Context: an optimization exercise on an open-source flow, tuned for small area. The choices shown serve that exercise and are no tape-out recipe.
Only simulation tests tie the RTL to the original design; equivalence was not proved.
In every run shown here, the design's own scripts or RTL, not TritonCTS, make the clock network.
The flow treats the clock pin as an ideal source. Dropping or thinning the clock tree relies on that and would not hold on a real chip.
No activity file was given, so power comes from the tool's default toggle rates.

$ cat flow/run.sh
#!/bin/bash
# Layout flow: the standard flow (standard.sh) unchanged except for
# settings ORFS takes from the environment:
#  - the port buffers that buffer_ports inserts are buf_1 cells;
#  - the clock tree is four clkbuf_4 cells that the clock port drives
#    directly, each driving the clock pins of the registers in one quarter
#    of the core (cts_hook.tcl, sourced by ORFS just before its CTS step,
#    replaces the H-tree TritonCTS would build).
# The full output of the flow goes to flow.log in the work folder; ORFS
# keeps each step's own log under orfs/logs/.
set -euo pipefail
export BUFFER_PORTS_ARGS="-buffer_cell sky130_fd_sc_hd__buf_1"
export PRE_CTS_TCL="$PWD/flow/cts_hook.tcl"
export CLK_GROUPS=4
export CLK_CELL=sky130_fd_sc_hd__clkbuf_4
bash standard.sh > flow.log 2>&1
$ cat flow/cts_hook.tcl
# Sourced by ORFS's cts.tcl just before it calls clock_tree_synthesis.
# The design has under 50 registers, so instead of TritonCTS's H-tree
# (a root buffer and four leaf buffers) the clock port drives a few
# buffers directly, each driving the registers in one part of the core.
# CLK_GROUPS (1, 2 or 4) and CLK_CELL choose how many and which cell.
rename clock_tree_synthesis orfs_clock_tree_synthesis
proc clock_tree_synthesis { args } {
  set ngroups $::env(CLK_GROUPS)
  set cell $::env(CLK_CELL)
  set block [ord::get_db_block]
  set dbu [$block getDbUnitsPerMicron]
  set sinks {}
  foreach pin [get_pins -of_objects [get_nets clk] -filter "direction == input"] {
    set inst [[sta::sta_to_db_pin $pin] getInst]
    set box [$inst getBBox]
    set x [expr { ([$box xMin] + [$box xMax]) / 2.0 / $dbu }]
    set y [expr { ([$box yMin] + [$box yMax]) / 2.0 / $dbu }]
    lappend sinks [list $pin $x $y]
  }
  # split into groups: halves by x, then each half by y
  set groups [list $sinks]
  if { $ngroups >= 2 } {
    set s [lsort -real -index 1 $sinks]
    set h [expr { [llength $s] / 2 }]
    set groups [list [lrange $s 0 [expr { $h - 1 }]] [lrange $s $h end]]
  }
  if { $ngroups >= 4 } {
    set ng {}
    foreach g $groups {
      set s [lsort -real -index 2 $g]
      set h [expr { [llength $s] / 2 }]
      lappend ng [lrange $s 0 [expr { $h - 1 }]] [lrange $s $h end]
    }
    set groups $ng
  }
  set i 0
  foreach g $groups {
    set pins {}
    set sx 0.0
    set sy 0.0
    foreach e $g {
      lappend pins [lindex $e 0]
      set sx [expr { $sx + [lindex $e 1] }]
      set sy [expr { $sy + [lindex $e 2] }]
    }
    set n [llength $g]
    insert_buffer -buffer_cell $cell -net clk -load_pins $pins \
      -location [list [expr { $sx / $n }] [expr { $sy / $n }]] \
      -buffer_name clkbuf_leaf_$i -net_name clknet_leaf_$i
    incr i
  }
  set_propagated_clock [all_clocks]
}
$ cat standard.sh
#!/bin/bash
# synth_recipe.tcl (not shown) runs the flow's synth.tcl, then flattens the netlist and writes it again
# the make line also repeats each setting of config.mk as NAME=value (left out here)
make -C /OpenROAD-flow-scripts/flow DESIGN_CONFIG=/design/flow/config.mk WORK_HOME=/design/flow/orfs CLKGATE_MAP_FILE= SYNTH_SCRIPT=/design/flow/synth_recipe.tcl "${@:-finish}"
$ cat config.mk
export PLATFORM = sky130hd
export DESIGN_NAME = UART
export DESIGN_NICKNAME = UART
export VERILOG_FILES = /design/flow/design.v
export SDC_FILE = /design/flow/constraint.sdc
export NUM_CORES = 4
export LEC_CHECK = 0
export CAP_MARGIN = 20
export CORE_MARGIN = 2
export CORE_UTILIZATION = 40
export SLEW_MARGIN = 20
$ cat constraint.sdc
create_clock -name core_clock -period 10.0 [get_ports {clk}]
set_input_delay 2.0000 -clock core_clock [delete_from_list [all_inputs] [get_ports {clk}]]
set_output_delay 2.0000 -clock core_clock [all_outputs]
set_load 0.01 [all_outputs]
$ cat design.v
module UART_TX (
    input clk,
    input reset,
    input [7:0] data,
    input tx_en,
    output tx,
    output busy,
    output done
);
localparam [13:0] START = 14'd15191, LAST = 14'd8157, LAST_MASK = 14'd8149;
localparam [13:0] POL = 14'b01010101010101;
localparam [3:0] Q0 = 4'd8, Q9 = 4'd9;
reg fr, busy_r, txo, done_r, sel;
reg [13:0] cnt;
reg [3:0] q;
wire wrap = ((cnt ^ LAST ^ POL) & LAST_MASK) == 14'd0;
reg [3:0] q_inc;
always @(*) begin
    case (q)
        4'd8: q_inc = 4'd0;
        4'd0: q_inc = 4'd1;
        4'd1: q_inc = 4'd3;
        4'd3: q_inc = 4'd2;
        4'd2: q_inc = 4'd6;
        4'd6: q_inc = 4'd7;
        4'd7: q_inc = 4'd5;
        4'd5: q_inc = 4'd4;
        4'd4: q_inc = 4'd9;
        4'd9: q_inc = 4'd0;
        default: q_inc = 4'bxxxx;
    endcase
end
reg sel_n;
always @(*) begin
    case (q)
        4'd8: sel_n = 0;
        4'd0: sel_n = data[0];
        4'd1: sel_n = data[1];
        4'd3: sel_n = data[2];
        4'd2: sel_n = data[3];
        4'd6: sel_n = data[4];
        4'd7: sel_n = data[5];
        4'd5: sel_n = data[6];
        4'd4: sel_n = data[7];
        4'd9: sel_n = 1;
        default: sel_n = 1'bx;
    endcase
end
always @(posedge clk or posedge reset) begin
    if (reset) begin
        fr     <= 1'b0;
        busy_r <= 1'b0;
        txo    <= 1'b1;
        done_r <= 1'b0;
    end else begin
        fr     <= tx_en;
        busy_r <= fr;
        txo    <= ~fr | sel;
        done_r <= fr & (q == Q9);
    end
end
always @(posedge clk) begin
    cnt <= (~fr | wrap) ? START ^ POL : {~cnt[12:0], cnt[13] ^ cnt[12] ^ POL[0]};
    q   <= (tx_en & fr) ? (wrap ? q_inc : q) : Q0;
    sel <= sel_n;
end
assign tx   = txo;
assign busy = busy_r;
assign done = done_r;
endmodule
module UART_RX (
    input clk,
    input reset,
    input rx,
    output [7:0] data,
    output data_valid,
    output busy
);
localparam [13:0] SB = 14'd7529, S0 = 14'd7531, END = 14'd9252, END_MASK = 14'd6139;
localparam [13:0] POL = 14'b01010101010101;
localparam [3:0] IDLE = 4'd12,
           HALF = 4'd13,
           R0 = 4'd0,
           R1 = 4'd1,
           R2 = 4'd2,
           R3 = 4'd3,
           R4 = 4'd4,
           R5 = 4'd5,
           R6 = 4'd6,
           R7 = 4'd7,
           BIT8 = 4'd8,
           DONE = 4'd10,
           ERR = 4'd9;
reg [3:0] st;      
reg [13:0] cnt;
reg [7:0] sh;
wire ev = ((cnt ^ END ^ POL) & END_MASK) == 14'd0;
reg shift, busy_n;
always @(*) begin
    case (st)
        R0, R1, R2, R3, R4, R5, R6, R7: shift = 1'b1;
        default: shift = 1'b0;
    endcase
    case (st)
        R1, R2, R3, R4, R5, R6, R7: busy_n = 1'b1;
        default: busy_n = 1'b0;
    endcase
end
always @(posedge clk or posedge reset) begin
    if (reset)
        st <= IDLE;
    else begin
        case (st)
            IDLE: if (~rx) st <= HALF;
            HALF: if (ev) st <= R0;
            R0: if (ev) st <= R1;
            R1: if (ev) st <= R2;
            R2: if (ev) st <= R3;
            R3: if (ev) st <= R4;
            R4: if (ev) st <= R5;
            R5: if (ev) st <= R6;
            R6: if (ev) st <= R7;
            R7: if (ev) st <= BIT8;
            BIT8: if (ev) st <= rx ? DONE : ERR;
            default: ;
        endcase
    end
end
always @(posedge clk) begin
    if (st == IDLE)
        cnt <= S0 ^ POL;
    else if (ev)
        cnt <= SB ^ POL;
    else
        cnt <= {~cnt[12:0], cnt[13] ^ cnt[12] ^ POL[0]};
    if (ev && shift)
        sh <= {rx, sh[7:1]};
end
assign data       = sh;
assign data_valid = (st == DONE);
assign busy       = busy_n;
endmodule
module UART #(
    parameter WIDTH = 8
)(
    input clk,
    input reset,
    input rx,
    output tx,
    input [WIDTH-1:0] tx_data,
    input tx_en,
    output tx_busy,
    output tx_done,
    output [WIDTH-1:0] rx_data,
    output rx_data_valid,
    output rx_busy
);
UART_TX uart_tx (
    .clk(clk),
    .reset(reset),
    .data(tx_data),
    .tx_en(tx_en),
    .tx(tx),
    .busy(tx_busy),
    .done(tx_done)
);
UART_RX uart_rx (
    .clk(clk),
    .reset(reset),
    .rx(rx),
    .data(rx_data),
    .data_valid(rx_data_valid),
    .busy(rx_busy)
);
endmodule
==> results of run 1 <==
## layout make-up, without the clock buffers
type / instances / area (um^2) / area share, %
sequential: 49 / 1105 / 58.59
timing repair buffer: 24 / 90.09 / 4.778
inverter: 3 / 11.26 / 0.5972
multi-input combinational: 99 / 586.8 / 31.12
tap: 50 / 62.56 / 3.318
## worst max path at each step
stage                              startpoint             to  slack [ns]  cells past startpoint
detailed placement  uart_rx.st[3]$_DFFE_PP1P_  rx_data_valid        6.93                      3
global route        uart_rx.st[3]$_DFFE_PP1P_  rx_data_valid        6.65                      3
CTS                 uart_rx.st[3]$_DFFE_PP1P_  rx_data_valid        6.72                      3
finish              uart_rx.st[3]$_DFFE_PP1P_  rx_data_valid        6.74                      3
global placement    uart_rx.st[3]$_DFFE_PP1P_  rx_data_valid        7.01                      3
floorplan           uart_rx.st[3]$_DFFE_PP1P_  rx_data_valid        6.88                      3
## power by group through the flow
| stage | clock (W) | combinational (W) | sequential [W] |
|---|---|---|---|
| after floorplan | 0 | 0.00000570 | 0.000211 |
| after global placement | 0 | 0.00000825 | 0.000212 |
| after detailed placement | 0 | 0.00000864 | 0.000212 |
| after CTS | 0.0000666 | 0.00000868 | 0.000207 |
| after global routing | 0.0000756 | 0.00000952 | 0.000208 |
| final | 0.0000623 | 0.00000842 | 0.000207 |
## sequential cells by signal (all words and copies together), names as in the netlist
signal	count
uart_rx.st	4
uart_tx.q	4
uart_tx.cnt	14
uart_tx.fr	1
uart_tx.txo	1
uart_tx.sel	1
uart_tx.done_r	1
uart_rx.sh	8
uart_rx.cnt	14
uart_tx.busy_r	1
## through the flow
stage	utilization, %	setup WS, ns
2_1_floorplan	-	6.875
3_3_place_gp	45.41	7.015
3_5_place_dp	45.41	6.934
4_1_cts	46.14	6.719
5_1_grt	46.14	6.652
6_report	46.14	6.741
## placed cells by master (no fill, tap or decap)
cell type,n
dfxtp_1,33
buf_1,24
nor2_1,23
nand2_1,21
edfxtp_1,8
a21oi_1,6
nor2b_1,6
o21ai_0,5
dfrtp_1,5
nor3_1,4
clkbuf_4,4
nand3_1,3
inv_1,3
a31oi_1,3
nand3b_1,3
dfstp_2,3
and4bb_2,2
and3_1,2
mux2_2,2
mux2i_1,2
xor2_1,2
and4_1,1
o21a_1,1
o31ai_1,1
nand4b_1,1
a32oi_1,1
o22ai_1,1
a21o_1,1
and4b_1,1
nand2b_1,1
and3b_1,1
nor4_4,1
nand4b_4,1
mux2_1,1
a211o_2,1
or3b_1,1
## per-layer routing
| metal | vias up | share of wire [%] | GRT usage, % | wire, um |
|---|---|---|---|---|
| li1 | 584 | - | - | - |
| met4 | 0 | 1.4 | 1.496 | 40 |
| met5 | - | 0 | 0 | 0 |
| met1 | 572 | 45 | 14.46 | 1282 |
| met2 | 29 | 47 | 19.76 | 1325 |
| met3 | 4 | 6.1 | 2.035 | 172 |
## cells by family after synthesis
logic type / share of synthesized area (%)
xor+xnor: 1.015
compound gates: 7.035
mux: 3.118
simple gates: 22.84
flops: 64.03
buf+inv: 1.958
==> results.ini, run 1 <==
[sta]
clock_skew_ns=0.007690
tns_ns=0
rsz0062_at_grt=no
tightest_slew_ns=0.6242
finalSetupViolations=0
maxSlewHeadroom_pct=58.23
finalHoldViolCount=0
maxSlewViolCount=0
fin_crit_sh_pct=32.59
fmax_ghz=0.3069
min_period_ns=3.259
whs_ns=0.3778

[run]
drv_cap=0

[layout]
final_area_um2=1886
syn2layout_area_growth_pct=9.282
antennaDiodeCount=0
nets=193
layout-drive-gt1-share_pct=7.821
nFillCells=393
final_cells=229

[worst_hold_path]
hp-start=uart_rx.cnt[2]$_SDFF_PP1_
hold_class=flip-flop to flip-flop
hold_depth=1
holdPathEnd=uart_rx.cnt[3]$_SDFF_PP1_

[setup_path]
worstSetupStartpointType=flip-flop
ff2ff_setup_slack_ns=8.32
end_kind=output pin
worstPathMaxFanout=13
crit_arrival_ns=1.26
path_buf_inv=1
path_cells=nand2_1 > nor3_1 > buf_1
r2r-start=uart_rx.cnt[9]$_SDFF_PP0_
r2r-end=uart_rx.sh[6]$_DFFE_PP_
required_ns=8.00
crit_family=flip-flops
critical_path.slowest_cell=dfstp_2
r2r_cells=3
cpPeakStageDelay_ns=0.65
critPathKind=flip-flop to output pin

[synthesis]
syn_inst=157
synth_seq_cells=49
yosys.area.top_type=dfxtp_1
syn_area_um2=1725
yosysWarningCount=2
yosys-top-cells-count=dfxtp_1 (33), nor2_1 (23), nand2_1 (21)
async_reset_ff_share_pct=16.33
synth_most_common_cell=dfxtp_1
synth_area_leaders=dfxtp_1 (38%), edfxtp_1 (14%), dfrtp_1 (7.3%), nor2_1 (5.0%), dfstp_2 (4.6%)
syn_nets=169
synth_edf_count=8
ys_seq_area_share_pct=64.03
syn_area_per_cell_um2=10.99
synth_top_area_share_pct=38.29
ys_types=35
synth_flop_cell=dfxtp_1

[route]
detail_route.wl_per_cell_um=12.31
first_iter_violations=99
drc_errors=0
ant_nets=0
routed_wl_um=2820
num_vias=1189
dr.pass1.iters=4
drt-vias-per-instance=5.192

[floorplan]
initial_core_util_pct=42.22
row_count=23
die_h_um=69.68
coreArea_um2=4086
pin_count=25
die_w_um=69.68
die-area_um2=4855

[global_route]
antenna_found_initial=0
grt_max_degree=14
grt_overflow=0
grtUsageTotal_pct=11.11
grt_pass1_vias=1082
grt_pass1_wl_um=4671

[pwr]
p_int_w=0.0002276
p_comb_share_pct=3.0
ir_drop_v=0.00007656
p_sw_w=0.00005038
power.density_nw_per_um2=147.4
power.share.clock_pct=22.4
report.power.total_w=0.0002780
swShare_pct=18.12
power_frac_seq_pct=74.6
leakagePower_nw=0.7539

[clock_tree]
clk_latency_ns=0.17
cts_hold_buffers=0
ctsResizeCount=0
cts_setup_buffers=0
clk_pin_slew_worst_paths_ns=0.11

[place]
hpwl_um=2141
place.detailed.instances=225
gp_congestion=0.7639
io_buffer_count=24
dpl_cell_area_um2=1856

[status]
status=no timing/DRC/antenna violations

==> inputs of run 2 (changes only) <==
--- a/design.v
+++ b/design.v
@@ -57,5 +57,5 @@
         busy_r <= fr;
         txo    <= ~fr | sel;
-        done_r <= fr & (q == Q9);
+        done_r <= (q == Q9);
     end
 end
==> flow/run.sh (replaced) <==
#!/bin/bash
# Layout flow: the standard flow (standard.sh) with these changes:
#  - synthesis is the standard flow's (synth_recipe.tcl) with abc_override.tcl added,
#    so that ABC maps the logic with flow/area.abc (area-oriented) instead
#    of ORFS's abc_speed.script;
#  - the port buffers that buffer_ports inserts are buf_1 cells;
#  - the clock tree is four clkbuf_4 cells that the clock port drives
#    directly, each driving the clock pins of the registers in one quarter
#    of the core (cts_hook.tcl, sourced by ORFS just before its CTS step,
#    replaces the H-tree TritonCTS would build).
# The full output of the flow goes to flow.log in the work folder; ORFS
# keeps each step's own log under orfs/logs/.
set -euo pipefail
W=$PWD
{ head -n 1 synth_recipe.tcl
  echo "source $W/flow/abc_override.tcl"
  tail -n +2 synth_recipe.tcl; } > area_synth.tcl
sed "s|/synth_recipe.tcl|/area_synth.tcl|g" standard.sh > area_standard.sh
export AREA_ABC_SCRIPT="$W/flow/area.abc"
export BUFFER_PORTS_ARGS="-buffer_cell sky130_fd_sc_hd__buf_1"
export PRE_CTS_TCL="$W/flow/cts_hook.tcl"
export CLK_GROUPS=4
export CLK_CELL=sky130_fd_sc_hd__clkbuf_4
bash area_standard.sh > flow.log 2>&1
==> flow/abc_override.tcl (new file) <==
# Sourced by the synthesis script right after the standard flow's first line. ORFS maps
# the logic with "abc -script abc_speed.script ..."; this runs the same abc
# command with the script flow/area.abc instead, which restructures the
# logic with &deepsyn and maps it for area (the design has several ns of
# slack at its clock period). Everything else in the synthesis, including
# the flip-flop mapping that happens before abc, is unchanged.
proc abc { args } {
  set i [lsearch -exact $args -script]
  if { $i >= 0 } {
    lset args [expr { $i + 1 }] $::env(AREA_ABC_SCRIPT)
  }
  yosys abc {*}$args
}
==> flow/area.abc (new file) <==
&get -n
&st
&deepsyn -J 1000
&dch -f
&nf -R 1000 -p
&put
topo
--- a/flow/cts_hook.tcl
+++ b/flow/cts_hook.tcl
@@ -3,5 +3,5 @@
 # (a root buffer and four leaf buffers) the clock port drives a few
 # buffers directly, each driving the registers in one part of the core.
-# CLK_GROUPS (1, 2 or 4) and CLK_CELL choose how many and which cell.
+# CLK_GROUPS (1 to 4) and CLK_CELL choose how many and which cell.
 rename clock_tree_synthesis orfs_clock_tree_synthesis
 proc clock_tree_synthesis { args } {
@@ -18,12 +18,19 @@
     lappend sinks [list $pin $x $y]
   }
-  # split into groups: halves by x, then each half by y
+  # split into groups: 1 to 3 bands by x; for 4, halves by x, then each
+  # half by y
   set groups [list $sinks]
-  if { $ngroups >= 2 } {
+  if { $ngroups == 2 || $ngroups == 3 } {
+    set s [lsort -real -index 1 $sinks]
+    set n [llength $s]
+    set groups {}
+    for { set g 0 } { $g < $ngroups } { incr g } {
+      lappend groups [lrange $s [expr { $g * $n / $ngroups }] [expr { ($g + 1) * $n / $ngroups - 1 }]]
+    }
+  }
+  if { $ngroups >= 4 } {
     set s [lsort -real -index 1 $sinks]
     set h [expr { [llength $s] / 2 }]
     set groups [list [lrange $s 0 [expr { $h - 1 }]] [lrange $s $h end]]
-  }
-  if { $ngroups >= 4 } {
     set ng {}
     foreach g $groups {
==> run 2 against run 1 <==
Against the previous run:
- still clean
- clock skew increased by 0.0035 ns
- combinational power decreased by 15%
- critical path depth unchanged
- largest cell class unchanged
- largest power group unchanged
==> results.ini, run 2 <==
[route]
ant_nets=0  ; unchanged
detail_route.wl_per_cell_um=11.31  ; was 12.31 um
first_iter_violations=72  ; was 99
dr.pass1.iters=4  ; unchanged
num_vias=1056  ; was 1,189
routed_wl_um=2466  ; was 2820 um
drc_errors=0  ; unchanged
drt-vias-per-instance=4.844  ; was 5.192

[pwr]
leakagePower_nw=0.6469  ; was 0.7539 nW
ir_drop_v=0.00008185  ; was 0.00007656 V
power.density_nw_per_um2=157.5  ; was 147.4 nW/um^2
p_comb_share_pct=2.6  ; was 3.0%
p_sw_w=0.00004997  ; was 0.00005038 W
swShare_pct=18.06  ; was 18.12%
power.share.clock_pct=22.7  ; was 22.4%
power_frac_seq_pct=74.8  ; was 74.6%
p_int_w=0.0002267  ; was 0.0002276 W

[synthesis]
synth_flop_cell=dfxtp_1  ; unchanged
synth_edf_count=8  ; unchanged
async_reset_ff_share_pct=16.33  ; unchanged
syn_nets=154  ; was 169
synth_most_common_cell=dfxtp_1  ; unchanged
synth_seq_cells=49  ; unchanged
syn_area_um2=1577  ; was 1725 um^2
ys_seq_area_share_pct=70.08  ; was 64.03%
synth_top_area_share_pct=41.90  ; was 38.29%
yosysWarningCount=2  ; unchanged
yosys-top-cells-count=dfxtp_1 (33), nor2_1 (27), nand2_1 (14)  ; was dfxtp_1 (33), nor2_1 (23), nand2_1 (21)
ys_types=27  ; was 35
syn_area_per_cell_um2=11.10  ; was 10.99 um^2
yosys.area.top_type=dfxtp_1  ; unchanged
syn_inst=142  ; was 157
synth_area_leaders=dfxtp_1 (42%), edfxtp_1 (15%), dfrtp_1 (7.9%), nor2_1 (6.4%), dfstp_2 (5.0%)  ; was dfxtp_1 (38%), edfxtp_1 (14%), dfrtp_1 (7.3%), nor2_1 (5.0%), dfstp_2 (4.6%)

[setup_path]
crit_arrival_ns=1.15  ; was 1.26 ns
worstPathMaxFanout=7  ; was 13
end_kind=output pin  ; unchanged
worstSetupStartpointType=flip-flop  ; unchanged
critPathKind=flip-flop to output pin  ; unchanged
required_ns=8.00  ; about the same

[sta]
finalHoldViolCount=0  ; unchanged
rsz0062_at_grt=no  ; unchanged
clock_skew_ns=0.01124  ; was 0.007690 ns
fin_crit_sh_pct=31.52  ; was 32.59%
finalSetupViolations=0  ; unchanged
fmax_ghz=0.3172  ; was 0.3069 GHz
whs_ns=0.3821  ; was 0.3778 ns
maxSlewViolCount=0  ; unchanged
min_period_ns=3.152  ; was 3.259 ns
maxSlewHeadroom_pct=56.30  ; was 58.23%
tightest_slew_ns=0.6542  ; was 0.6242 ns
tns_ns=0  ; unchanged

[floorplan]
die-area_um2=4460  ; was 4855 um^2
pin_count=25  ; unchanged
die_w_um=66.78  ; was 69.68 um
row_count=22  ; was 23
die_h_um=66.78  ; was 69.68 um
initial_core_util_pct=42.42  ; was 42.22%
coreArea_um2=3716  ; was 4086 um^2

[clock_tree]
clk_latency_ns=0.17  ; about the same
cts_setup_buffers=0  ; unchanged
clk_pin_slew_worst_paths_ns=0.12  ; was 0.11 ns
cts_hold_buffers=0  ; unchanged
ctsResizeCount=0  ; unchanged

[global_route]
grt_pass1_wl_um=4333  ; was 4671 um
grtUsageTotal_pct=12.13  ; was 11.11%
grt_overflow=0  ; unchanged
grt_max_degree=14  ; unchanged
antenna_found_initial=0  ; unchanged
grt_pass1_vias=1039  ; was 1,082

[layout]
layout-drive-gt1-share_pct=4.118  ; was 7.821%
antennaDiodeCount=0  ; unchanged
top_regs=uart_rx.cnt x14, uart_tx.cnt x14, uart_rx.sh x8  ; unchanged
layout_commonest_cell=dfxtp_1  ; unchanged
syn2layout_area_growth_pct=11.43  ; was 9.282%
final_cell_mix=dfxtp_1 (33), nor2_1 (27), buf_1 (24), nand2_1 (14), nor3_1 (9)  ; was dfxtp_1 (33), buf_1 (24), nor2_1 (23), nand2_1 (21), edfxtp_1 (8)
nets=184  ; was 193
fin_util_pct=47.27  ; was 46.14%

[worst_hold_path]
hold_class=flip-flop to flip-flop  ; unchanged

[status]
status=no timing/DRC/antenna violations  ; unchanged

[place]
hpwl_um=1905  ; was 2141 um
gp_congestion=0.7774  ; was 0.7639
io_buffer_count=24  ; unchanged

[run]
drv_cap=0  ; unchanged

==> run 2: cell types whose count changed after synthesis, sizes merged, moves of 3 or more <==
cell,previous run,this run
inv,3,0
nor2b,6,3
nor2,23,27
nand3b,3,0
clkbuf,6,0
nand2,21,14
mux2,3,0
nand2b,1,6
nor3,4,9
==> run 2: routing by layer <==
metal  global-route usage, %  wire length [um]  vias to the layer above
met5                       0                 0                        -
met4                   1.276                33                        0
met3                   1.689               114                        4
met2                   23.13              1269                       14
met1                   14.86              1049                      493
li1                        -                 -                      545
==> run 2: path summary, 6_finish.rpt <==
kind | start | end | slack (ns) | cells after the start
max | uart_rx.st[2]$_DFFE_PP1P_ | rx_data_valid | 6.85 | 3
min | uart_rx.cnt[2]$_SDFF_PP1_ | uart_rx.cnt[3]$_SDFF_PP1_ | 0.38 | 1
max reg2reg | uart_tx.cnt[0]$_SDFF_PP0_ | uart_tx.q[1]$_SDFFE_PN0P_ | 8.00 | 5
max in group asynchronous | reset | uart_tx.txo$_DFF_PP1_ | 8.08 | 2
min in group asynchronous | reset | uart_rx.st[1]$_DFFE_PP0P_ | 1.67 | 2
min reg2reg | uart_rx.cnt[2]$_SDFF_PP1_ | uart_rx.cnt[3]$_SDFF_PP1_ | 0.38 | 1
==> run 2: final cells by class, without the clock buffers <==
type | instances | area [um^2]
inverter | 2 | 7.507
multi-input combinational | 91 | 464.2
fill | 361 | 1959
sequential | 49 | 1105
timing repair buffer | 24 | 90.09
tap | 48 | 60.06
==> run 2: worst max-delay path, stage by stage, from the launching register on <==
cell,delay (ns)
dfstp_2,0.60
nor2_1,0.07
and3_1,0.18
buf_1,0.12
==> run 2: kinds of logic (layout without fill, tap and decap cells) <==
group	count (synthesis)	in the layout	share of synthesized area (%)
buffers and inverters	2	30	0.4764
flip-flops	49	49	70.08
AO/OA/AOI/OAI	15	15	5.477
XOR/XNOR	3	3	1.667
AND/OR/NAND/NOR	73	73	22.30
==> run 2: power groups by stage <==
stage | clock network [W] | logic, W | registers (W)
after CTS | 0.0000667 | 0.00000744 | 0.000207
final | 0.0000627 | 0.00000716 | 0.000207
after floorplan | 0 | 0.00000401 | 0.000211
after detailed placement | 0 | 0.00000739 | 0.000211
after global routing | 0.0000748 | 0.00000843 | 0.000208
after global placement | 0 | 0.00000703 | 0.000211
==> run 2: per-stage QoR <==
stage / area [um^2] / worst slack (ns) / cells / total power [W]
6_report: 1757 / 6.848 / 218 / 0.0002767
5_1_grt: 1757 / 6.797 / 218 / 0.0002908
4_1_cts: 1757 / 6.843 / 218 / 0.0002811
3_5_place_dp: 1727 / 7.066 / 214 / 0.0002187
3_3_place_gp: 1727 / 7.099 / 214 / 0.0002181
2_1_floorplan: 1577 / 7.197 / 142 / 0.0002149
==> inputs of run 3 (changes only) <==
--- a/design.v
+++ b/design.v
@@ -79,5 +79,5 @@
 localparam [13:0] SB = 14'd7529, S0 = 14'd7531, END = 14'd9252, END_MASK = 14'd6139;
 localparam [13:0] POL = 14'b01010101010101;
-localparam [3:0] IDLE = 4'd12,
+localparam [3:0] IDLE = 4'd9,
            HALF = 4'd13,
            R0 = 4'd0,
@@ -91,5 +91,5 @@
            BIT8 = 4'd8,
            DONE = 4'd10,
-           ERR = 4'd9;
+           ERR = 4'd12;
 reg [3:0] st;      
 reg [13:0] cnt;
==> run 3 against run 2 <==
Against the previous run:
- largest power group unchanged
- cell count down 2.8%
- routed wire length decreased by 1.5%
- clock power is 1% higher
- register-to-register slack lost 0.38 ns
- largest cell class unchanged
- worst setup slack got worse by 0.10 ns
- final area is 0.14% higher
- sequential share of layout area decreased by 0.090 points
- sequential cell count unchanged
- die area up 0.15%
- synthesized cell count is 4.2% lower
- highest routed layer unchanged
- power increased by 0.17%
==> results.ini, run 3 <==
[place]
pre_cts_ws_ns=6.963  ; was 7.066 ns
place.detailed.instances=208  ; was 214
io_buffer_count=24  ; unchanged
gp_congestion=0.8679  ; was 0.7774
hpwl_um=1842  ; was 1905 um

[synthesis]
yosysWarningCount=2  ; unchanged
synth_edf_count=8  ; unchanged
synth_flop_cell=dfxtp_1  ; unchanged
synth_area_leaders=dfxtp_1 (42%), edfxtp_1 (15%), dfrtp_1 (7.9%), nor2_1 (5.9%), dfstp_2 (5.0%)  ; was dfxtp_1 (42%), edfxtp_1 (15%), dfrtp_1 (7.9%), nor2_1 (6.4%), dfstp_2 (5.0%)
syn_inst=136  ; was 142
synth_seq_cells=49  ; unchanged
async_reset_ff_share_pct=16.33  ; unchanged
synth_most_common_cell=dfxtp_1  ; unchanged
yosys-top-cells-count=dfxtp_1 (33), nor2_1 (25), nand2_1 (17)  ; was dfxtp_1 (33), nor2_1 (27), nand2_1 (14)
yosys.area.top_type=dfxtp_1  ; unchanged
ys_seq_area_share_pct=69.97  ; was 70.08%
syn_area_um2=1579  ; was 1577 um^2
ys_types=32  ; was 27
syn_area_per_cell_um2=11.61  ; was 11.10 um^2
syn_nets=148  ; was 154
synth_top_area_share_pct=41.84  ; was 41.90%

[route]
drt-vias-per-instance=4.849  ; was 4.844
num_vias=1028  ; was 1,056
dr.pass1.iters=4  ; unchanged
ant_nets=0  ; unchanged
first_iter_violations=75  ; was 72
drc_errors=0  ; unchanged
detail_route.wl_per_cell_um=11.45  ; was 11.31 um
routed_wl_um=2428  ; was 2466 um

[sta]
maxSlewHeadroom_pct=44.68  ; was 56.30%
tightest_slew_ns=0.8281  ; was 0.6542 ns
tns_ns=0  ; unchanged
clock_skew_ns=0.01065  ; was 0.01124 ns
finalSetupViolations=0  ; unchanged
rsz0062_at_grt=no  ; unchanged
fin_crit_sh_pct=32.53  ; was 31.52%
min_period_ns=3.253  ; was 3.152 ns
fin_ws_ns=6.747  ; was 6.848 ns
fmax_ghz=0.3074  ; was 0.3172 GHz
finalHoldViolCount=0  ; unchanged
maxSlewViolCount=0  ; unchanged

[run]
drv_cap=0  ; unchanged

[global_route]
grtUsageTotal_pct=11.30  ; was 12.13%
grt_max_degree=14  ; unchanged
grt_pass1_wl_um=4160  ; was 4333 um
antenna_found_initial=0  ; unchanged
grt_overflow=0  ; unchanged
grt_pass1_vias=963  ; was 1,039

[setup_path]
worstSetupStartpointType=flip-flop  ; unchanged
worstPathMaxFanout=4  ; was 7
crit_arrival_ns=1.25  ; was 1.15 ns
required_ns=8.00  ; about the same
critPathKind=flip-flop to output pin  ; unchanged
end_kind=output pin  ; unchanged

[layout]
final_cells=212  ; was 218
nFillCells=347  ; was 361
top_regs=uart_rx.cnt x14, uart_tx.cnt x14, uart_rx.sh x8  ; unchanged
layout-drive-gt1-share_pct=4.268  ; was 4.118%
layout_commonest_cell=dfxtp_1  ; unchanged
syn2layout_area_growth_pct=11.41  ; was 11.43%
nets=178  ; was 184
final_cell_mix=dfxtp_1 (33), nor2_1 (25), buf_1 (24), nand2_1 (17), edfxtp_1 (8)  ; was dfxtp_1 (33), nor2_1 (27), buf_1 (24), nand2_1 (14), nor3_1 (9)
antennaDiodeCount=0  ; unchanged

[worst_hold_path]
hold_class=flip-flop to flip-flop  ; unchanged

[status]
status=no timing/DRC/antenna violations  ; unchanged

[pwr]
leakagePower_nw=0.6644  ; was 0.6469 nW
ir_drop_v=0.00009790  ; was 0.00008185 V
report.power.total_w=0.0002772  ; was 0.0002767 W
power.density_nw_per_um2=157.6  ; was 157.5 nW/um^2

[floorplan]
die_w_um=66.83  ; was 66.78 um
coreArea_um2=3716  ; unchanged
initial_core_util_pct=42.49  ; was 42.42%
row_count=22  ; unchanged
pin_count=25  ; unchanged
die-area_um2=4466  ; was 4460 um^2
die_h_um=66.83  ; was 66.78 um

[clock_tree]
cts_hold_buffers=0  ; unchanged
ctsResizeCount=0  ; unchanged
cts_setup_buffers=0  ; unchanged
clk_latency_ns=0.18  ; was 0.17 ns
clk_pin_slew_worst_paths_ns=0.12  ; about the same

==> run 3: cell types whose count changed after synthesis, sizes merged, moves of 2 or more <==
cell / before / now
a32o: 0 / 2
and2: 0 / 2
mux2: 0 / 2
nand2: 14 / 17
nor2: 27 / 25
nor3: 9 / 2
o21ai: 5 / 1
o22ai: 3 / 1
or3: 2 / 0
==> run 3: worst paths after layout <==
path,cells past startpoint,slack (ns),startpoint,end
hold / removal,1,0.37,uart_rx.cnt[0]$_SDFF_PP0_,uart_rx.cnt[1]$_SDFF_PP1_
setup / recovery,4,6.75,uart_rx.st[3]$_DFFE_PP1P_,rx_data_valid
hold reg to reg,1,0.37,uart_rx.cnt[0]$_SDFF_PP0_,uart_rx.cnt[1]$_SDFF_PP1_
max in group asynchronous,2,8.07,reset,uart_rx.st[0]$_DFFE_PP1P_
setup reg to reg,8,7.62,uart_rx.cnt[7]$_SDFF_PP0_,uart_rx.st[2]$_DFFE_PP0P_
min in group asynchronous,2,1.68,reset,uart_rx.st[2]$_DFFE_PP0P_
==> run 3: worst max-delay path: stages, from the launching register on <==
cell      delay (ns)
dfstp_2         0.57
nand2b_1        0.09
nor2_1          0.14
and2_0          0.14
buf_1           0.15
==> run 3: metal layers <==
metal	global-route usage (%)	wire [um]	up-vias
li1	-	-	529
met1	14.84	1139	480
met2	19.75	1129	15
met3	2.196	123	4
met4	1.531	36	0
met5	0	0	-
==> run 3: where the power goes <==
part           leakage [nW]  internal, W  switching, W
Clock                0.0184    0.0000193     0.0000442
Combinational         0.212   0.00000301    0.00000411
Sequential            0.434     0.000204    0.00000219
==> run 3: stage by stage <==
| stage | cell area (um^2) | hold WS, ns | util, % |
|---|---|---|---|
| detailed placement | 1729 | 0.3626 | 46.53 |
| global route | 1759 | 0.3862 | 47.34 |
| finish | 1759 | 0.3726 | 47.34 |
| CTS | 1759 | 0.3831 | 47.34 |
| global placement | 1729 | 0.3488 | 46.53 |
| floorplan | 1579 | 0.3434 | - |
==> run 3: logic make-up (layout without fill, tap and decap cells) <==
kind of cell / count (synthesis) / count (layout) / share of synthesized area (%)
compound gates: 13 / 13 / 6.181
buf+inv: 1 / 29 / 0.2375
simple gates: 67 / 67 / 19.89
flops: 49 / 49 / 69.97
mux: 3 / 3 / 2.060
xor+xnor: 3 / 3 / 1.664
==> run 3: final cells by class, without the clock buffers <==
type | instances | area [um^2] | area share (%)
Timing Repair Buffer | 24 | 90.09 | 5.121
Inverter | 1 | 3.754 | 0.2134
Sequential cell | 49 | 1105 | 62.80
Multi-Input combinational cell | 86 | 470.5 | 26.74
Tap cell | 48 | 60.06 | 3.414
==> inputs of run 4 (changes only) <==
--- a/design.v
+++ b/design.v
@@ -79,32 +79,16 @@
 localparam [13:0] SB = 14'd7529, S0 = 14'd7531, END = 14'd9252, END_MASK = 14'd6139;
 localparam [13:0] POL = 14'b01010101010101;
-localparam [3:0] IDLE = 4'd9,
-           HALF = 4'd13,
-           R0 = 4'd0,
-           R1 = 4'd1,
-           R2 = 4'd2,
-           R3 = 4'd3,
-           R4 = 4'd4,
-           R5 = 4'd5,
-           R6 = 4'd6,
-           R7 = 4'd7,
-           BIT8 = 4'd8,
-           DONE = 4'd10,
-           ERR = 4'd12;
-reg [3:0] st;      
+localparam [2:0] IDLE = 3'd4,
+           HALF = 3'd0,
+           FIRST = 3'd1,
+           DATA = 3'd3,
+           DONE = 3'd2,
+           ERR = 3'd7;
+reg [2:0] st;
 reg [13:0] cnt;
-reg [7:0] sh;
-wire ev = ((cnt ^ END ^ POL) & END_MASK) == 14'd0;
-reg shift, busy_n;
-always @(*) begin
-    case (st)
-        R0, R1, R2, R3, R4, R5, R6, R7: shift = 1'b1;
-        default: shift = 1'b0;
-    endcase
-    case (st)
-        R1, R2, R3, R4, R5, R6, R7: busy_n = 1'b1;
-        default: busy_n = 1'b0;
-    endcase
-end
+reg [8:0] sh;
+wire ev   = ((cnt ^ END ^ POL) & END_MASK) == 14'd0;
+wire idle = (st == IDLE);
+wire full = sh[0];
 always @(posedge clk or posedge reset) begin
     if (reset)
@@ -112,15 +96,8 @@
     else begin
         case (st)
-            IDLE: if (~rx) st <= HALF;
-            HALF: if (ev) st <= R0;
-            R0: if (ev) st <= R1;
-            R1: if (ev) st <= R2;
-            R2: if (ev) st <= R3;
-            R3: if (ev) st <= R4;
-            R4: if (ev) st <= R5;
-            R5: if (ev) st <= R6;
-            R6: if (ev) st <= R7;
-            R7: if (ev) st <= BIT8;
-            BIT8: if (ev) st <= rx ? DONE : ERR;
+            IDLE:  if (~rx) st <= HALF;
+            HALF:  if (ev) st <= FIRST;
+            FIRST: if (ev) st <= DATA;
+            DATA:  if (ev && full) st <= rx ? DONE : ERR;
             default: ;
         endcase
@@ -128,5 +105,5 @@
 end
 always @(posedge clk) begin
-    if (st == IDLE)
+    if (idle)
         cnt <= S0 ^ POL;
     else if (ev)
@@ -134,10 +111,12 @@
     else
         cnt <= {~cnt[12:0], cnt[13] ^ cnt[12] ^ POL[0]};
-    if (ev && shift)
-        sh <= {rx, sh[7:1]};
+    if (idle)
+        sh <= 9'b1_0000_0000;
+    else if (ev && (st == FIRST || (st == DATA && !full)))
+        sh <= {rx, sh[8:1]};
 end
-assign data       = sh;
+assign data       = sh[8:1];
 assign data_valid = (st == DONE);
-assign busy       = busy_n;
+assign busy       = (st == DATA) & ~full;
 endmodule
 module UART #(
==> run 4 against run 3 <==
Against the previous run:
- critical path depth fell by 1
- synthesized area decreased by 2.1%
- routed wire length rose by 0.78%
- clock skew decreased by 0.00082 ns
- die area decreased by 1.9%
- final area is 1.8% lower
- clock power decreased by 0.9%
- critical path type unchanged
- largest power group unchanged
==> results.ini, run 4 <==
[status]
status=no timing/DRC/antenna violations  ; unchanged

[setup_path]
critPathKind=flip-flop to output pin  ; unchanged
required_ns=8.00  ; about the same
ff2ff_setup_slack_ns=7.60  ; was 7.62 ns
r2r_cells=8  ; unchanged
r2r-start=uart_rx.cnt[9]$_SDFF_PP0_  ; was uart_rx.cnt[7]$_SDFF_PP0_
r2r-end=uart_rx.sh[7]$_SDFFE_PN0P_  ; was uart_rx.st[2]$_DFFE_PP0P_
worstPathMaxFanout=6  ; was 4
crit_arrival_ns=1.29  ; was 1.25 ns
worstSetupStartpointType=flip-flop  ; unchanged
end_kind=output pin  ; unchanged

[route]
maxUsedRoutingLayer=met4  ; unchanged
routed_wl_um=2447  ; was 2428 um
ant_nets=0  ; unchanged
num_vias=1112  ; was 1,028
first_iter_violations=105  ; was 75
wl_met2_um=1157  ; was 1129 um
drc_errors=0  ; unchanged
drt-vias-per-instance=5.009  ; was 4.849
met3_length_um=129  ; was 123 um
dr.pass1.iters=4  ; unchanged
wl_met1_um=1124  ; was 1139 um
detail_route.wl_per_cell_um=11.02  ; was 11.45 um

[sta]
fin_ws_ns=6.706  ; was 6.747 ns
maxSlewHeadroom_pct=55.97  ; was 44.68%
clock_skew_ns=0.009825  ; was 0.01065 ns
maxSlewViolCount=0  ; unchanged
tightest_slew_ns=0.6604  ; was 0.8281 ns
tns_ns=0  ; unchanged
fin_crit_sh_pct=32.94  ; was 32.53%
finalSetupViolations=0  ; unchanged
fmax_ghz=0.3036  ; was 0.3074 GHz
rsz0062_at_grt=no  ; unchanged
finalHoldViolCount=0  ; unchanged
min_period_ns=3.294  ; was 3.253 ns

[place]
io_buffer_count=24  ; unchanged
place.detailed.instances=218  ; was 208
hpwl_um=1861  ; was 1842 um
pre_cts_ws_ns=6.935  ; was 6.963 ns
gp_congestion=0.7752  ; was 0.8679

[layout]
antennaDiodeCount=0  ; unchanged
nFillCells=367  ; was 347
syn2layout_area_growth_pct=11.65  ; was 11.41%
layout_commonest_cell=dfxtp_1  ; unchanged
final_cells=222  ; was 212
seq_area_um2=1018  ; was 1105 um^2
nets=188  ; was 178
top_regs=uart_rx.cnt x14, uart_tx.cnt x14, uart_rx.sh x9  ; was uart_rx.cnt x14, uart_tx.cnt x14, uart_rx.sh x8
final_cell_mix=dfxtp_1 (42), buf_1 (24), nor2_1 (22), nand2_1 (20), a22o_1 (8)  ; was dfxtp_1 (33), nor2_1 (25), buf_1 (24), nand2_1 (17), edfxtp_1 (8)
multi_input_area_um2=513.0  ; was 470.5 um^2
layout-drive-gt1-share_pct=3.448  ; was 4.268%

[floorplan]
coreArea_um2=3689  ; was 3716 um^2
die_h_um=66.18  ; was 66.83 um
pin_count=25  ; unchanged
die_w_um=66.18  ; was 66.83 um
row_count=22  ; unchanged
die-area_um2=4380  ; was 4466 um^2
initial_core_util_pct=41.93  ; was 42.49%

[pwr]
p_sw_w=0.00005182  ; was 0.00005053 W
p_int_w=0.0002238  ; was 0.0002266 W
ir_drop_v=0.00007274  ; was 0.00009790 V
power.share.clock_pct=22.8  ; was 22.9%
p_comb_share_pct=3.2  ; was 2.6%
power.density_nw_per_um2=159.6  ; was 157.6 nW/um^2
power_frac_seq_pct=74.0  ; was 74.5%
swShare_pct=18.80  ; was 18.23%
leakagePower_nw=0.6668  ; was 0.6644 nW

[global_route]
grtUsageTotal_pct=12.11  ; was 11.30%
grt_pass1_wl_um=4409  ; was 4160 um
grt_max_degree=14  ; unchanged
grt_pass1_vias=1058  ; was 963
grt_overflow=0  ; unchanged
antenna_found_initial=0  ; unchanged

[synthesis]
yosys-top-cells-count=dfxtp_1 (42), nor2_1 (22), nand2_1 (20)  ; was dfxtp_1 (33), nor2_1 (25), nand2_1 (17)
synth_most_common_cell=dfxtp_1  ; unchanged
syn_area_um2=1546  ; was 1579 um^2
synth_seq_cells=49  ; unchanged
synth_edf_count=0  ; was 8
yosys.area.top_type=dfxtp_1  ; unchanged
ys_types=29  ; was 32
syn_area_per_cell_um2=10.59  ; was 11.61 um^2
async_reset_ff_share_pct=14.29  ; was 16.33%
synth_area_leaders=dfxtp_1 (54%), dfrtp_1 (8.1%), nor2_1 (5.3%), nand2_1 (4.9%), a22o_1 (4.5%)  ; was dfxtp_1 (42%), edfxtp_1 (15%), dfrtp_1 (7.9%), nor2_1 (5.9%), dfstp_2 (5.0%)
synth_top_area_share_pct=54.37  ; was 41.84%
syn_nets=158  ; was 148
synth_flop_cell=dfxtp_1  ; unchanged
ys_seq_area_share_pct=65.86  ; was 69.97%
syn_inst=146  ; was 136
yosysWarningCount=2  ; unchanged

[worst_hold_path]
hp-start=uart_tx.cnt[8]$_SDFF_PP0_  ; was uart_rx.cnt[0]$_SDFF_PP0_
hold_class=flip-flop to flip-flop  ; unchanged
hold_depth=1  ; unchanged
holdPathEnd=uart_tx.cnt[9]$_SDFF_PP1_  ; was uart_rx.cnt[1]$_SDFF_PP1_

[clock_tree]
cts_setup_buffers=0  ; unchanged
clk_latency_ns=0.17  ; was 0.18 ns
ctsResizeCount=0  ; unchanged
cts_hold_buffers=0  ; unchanged
clk_pin_slew_worst_paths_ns=0.11  ; was 0.12 ns

[run]
drv_cap=0  ; unchanged

==> run 4: cell count changes in the layout (fill, tap and decap cells not counted), moves of 2 or more <==
cell and delta:
a21oi_1 +3, a22o_1 +8, a41oi_1 +2, clkinv_1 +3
dfxtp_1 +9, edfxtp_1 -8, mux2_1 -2, nand2_1 +3
nand2b_1 -2, nand3_1 +2, nor2_1 -3, o211ai_1 +2
==> run 4: power by group through the flow <==
stage	Sequential, W	Clock, W	Combinational, W
finish	0.000204	0.0000629	0.00000868
global route	0.000205	0.0000752	0.0000101
CTS	0.000204	0.0000662	0.00000891
detailed placement	0.000208	0	0.00000884
global placement	0.000208	0	0.00000855
floorplan	0.000208	0	0.00000471
==> run 4: critical path, stage by stage (launching register included) <==
cell and delay, ns:
dfrtp_1 0.45, clkinv_1 0.16, nor4b_1 0.33, buf_1 0.19
==> run 4: area by class of cell, without the clock buffers <==
cell class              instances  area share (%)
flip-flops and latches         49           58.99
multi-input cells              93           29.71
repair buffers                 24           5.217
well taps                      48           3.478
inverters                       4          0.8696
==> run 4: cell families (layout without fill, tap and decap cells) <==
kind of cell / after synthesis / count (layout) / synth area share, %
buffers and inverters: 4 / 32 / 0.9706
AO/OA/AOI/OAI: 24 / 24 / 11.49
multiplexers: 1 / 1 / 0.6473
AND/OR/NAND/NOR: 66 / 66 / 19.90
XOR/XNOR: 2 / 2 / 1.133
flip-flops: 49 / 49 / 65.86
==> run 4: per-stage QoR <==
step / instance area, um^2 / util (%) / power [W] / hold WS, ns
after floorplan: 1546 / - / 0.0002128 / 0.3531
after global placement: 1697 / 46.00 / 0.0002168 / 0.3573
after detailed placement: 1697 / 46.00 / 0.0002173 / 0.3634
after CTS: 1727 / 46.81 / 0.0002793 / 0.3932
after global routing: 1727 / 46.81 / 0.0002902 / 0.4131
final: 1727 / 46.81 / 0.0002756 / 0.3899
==> run 4: worst max path at each step <==
| stage | startpoint | end | slack, ns | cells past startpoint |
|---|---|---|---|---|
| 2_1_floorplan | uart_rx.st[1]$_DFFE_PP0P_ | rx_busy | 6.99 | 2 |
| 3_3_place_gp | uart_rx.st[1]$_DFFE_PP0P_ | rx_busy | 6.99 | 3 |
| 3_5_place_dp | uart_rx.st[1]$_DFFE_PP0P_ | rx_busy | 6.93 | 3 |
| 4_1_cts | uart_rx.st[1]$_DFFE_PP0P_ | rx_busy | 6.71 | 3 |
| 5_1_grt | uart_rx.st[1]$_DFFE_PP0P_ | rx_busy | 6.64 | 3 |
| 6_report | uart_rx.st[1]$_DFFE_PP0P_ | rx_busy | 6.71 | 3 |
==> run 4: routing by layer <==
layer / track usage [%] / up-vias
met4: 1.276 / 0
li1: - / 569
met3: 2.044 / 4
met2: 20.75 / 18
met1: 16.56 / 521
met5: 0 / -

## static timing again, ports no longer ideal
No port has a modelled driver above. Below, the same layouts with a new extraction and two added sets of constraints. Step 1 assumes that a clkbuf_16 drives the clock port and a buf_2 every other input. Step 2 adds t to the input delays and takes it off the output delays; t is the mean of the earliest and latest rising clock arrival at the registers after step 1. Input paths then give back, and output paths get back, about the clock's delay inside the block. a / b / c = ideal ports / drivers / drivers and shift; a / b = the first two.
run	shift t [ns]	setup WS [ns]	hold WS [ns]
run 1	0.209	6.741 / 6.698 / 6.907	0.378 / 0.378 / 0.378
run 2	0.210	6.848 / 6.806 / 7.016	0.382 / 0.382 / 0.382
run 3	0.211	6.747 / 6.705 / 6.917	0.373 / 0.373 / 0.373
run 4	0.210	6.706 / 6.665 / 6.875	0.390 / 0.390 / 0.390
After both steps setup and hold are still met in every run listed.
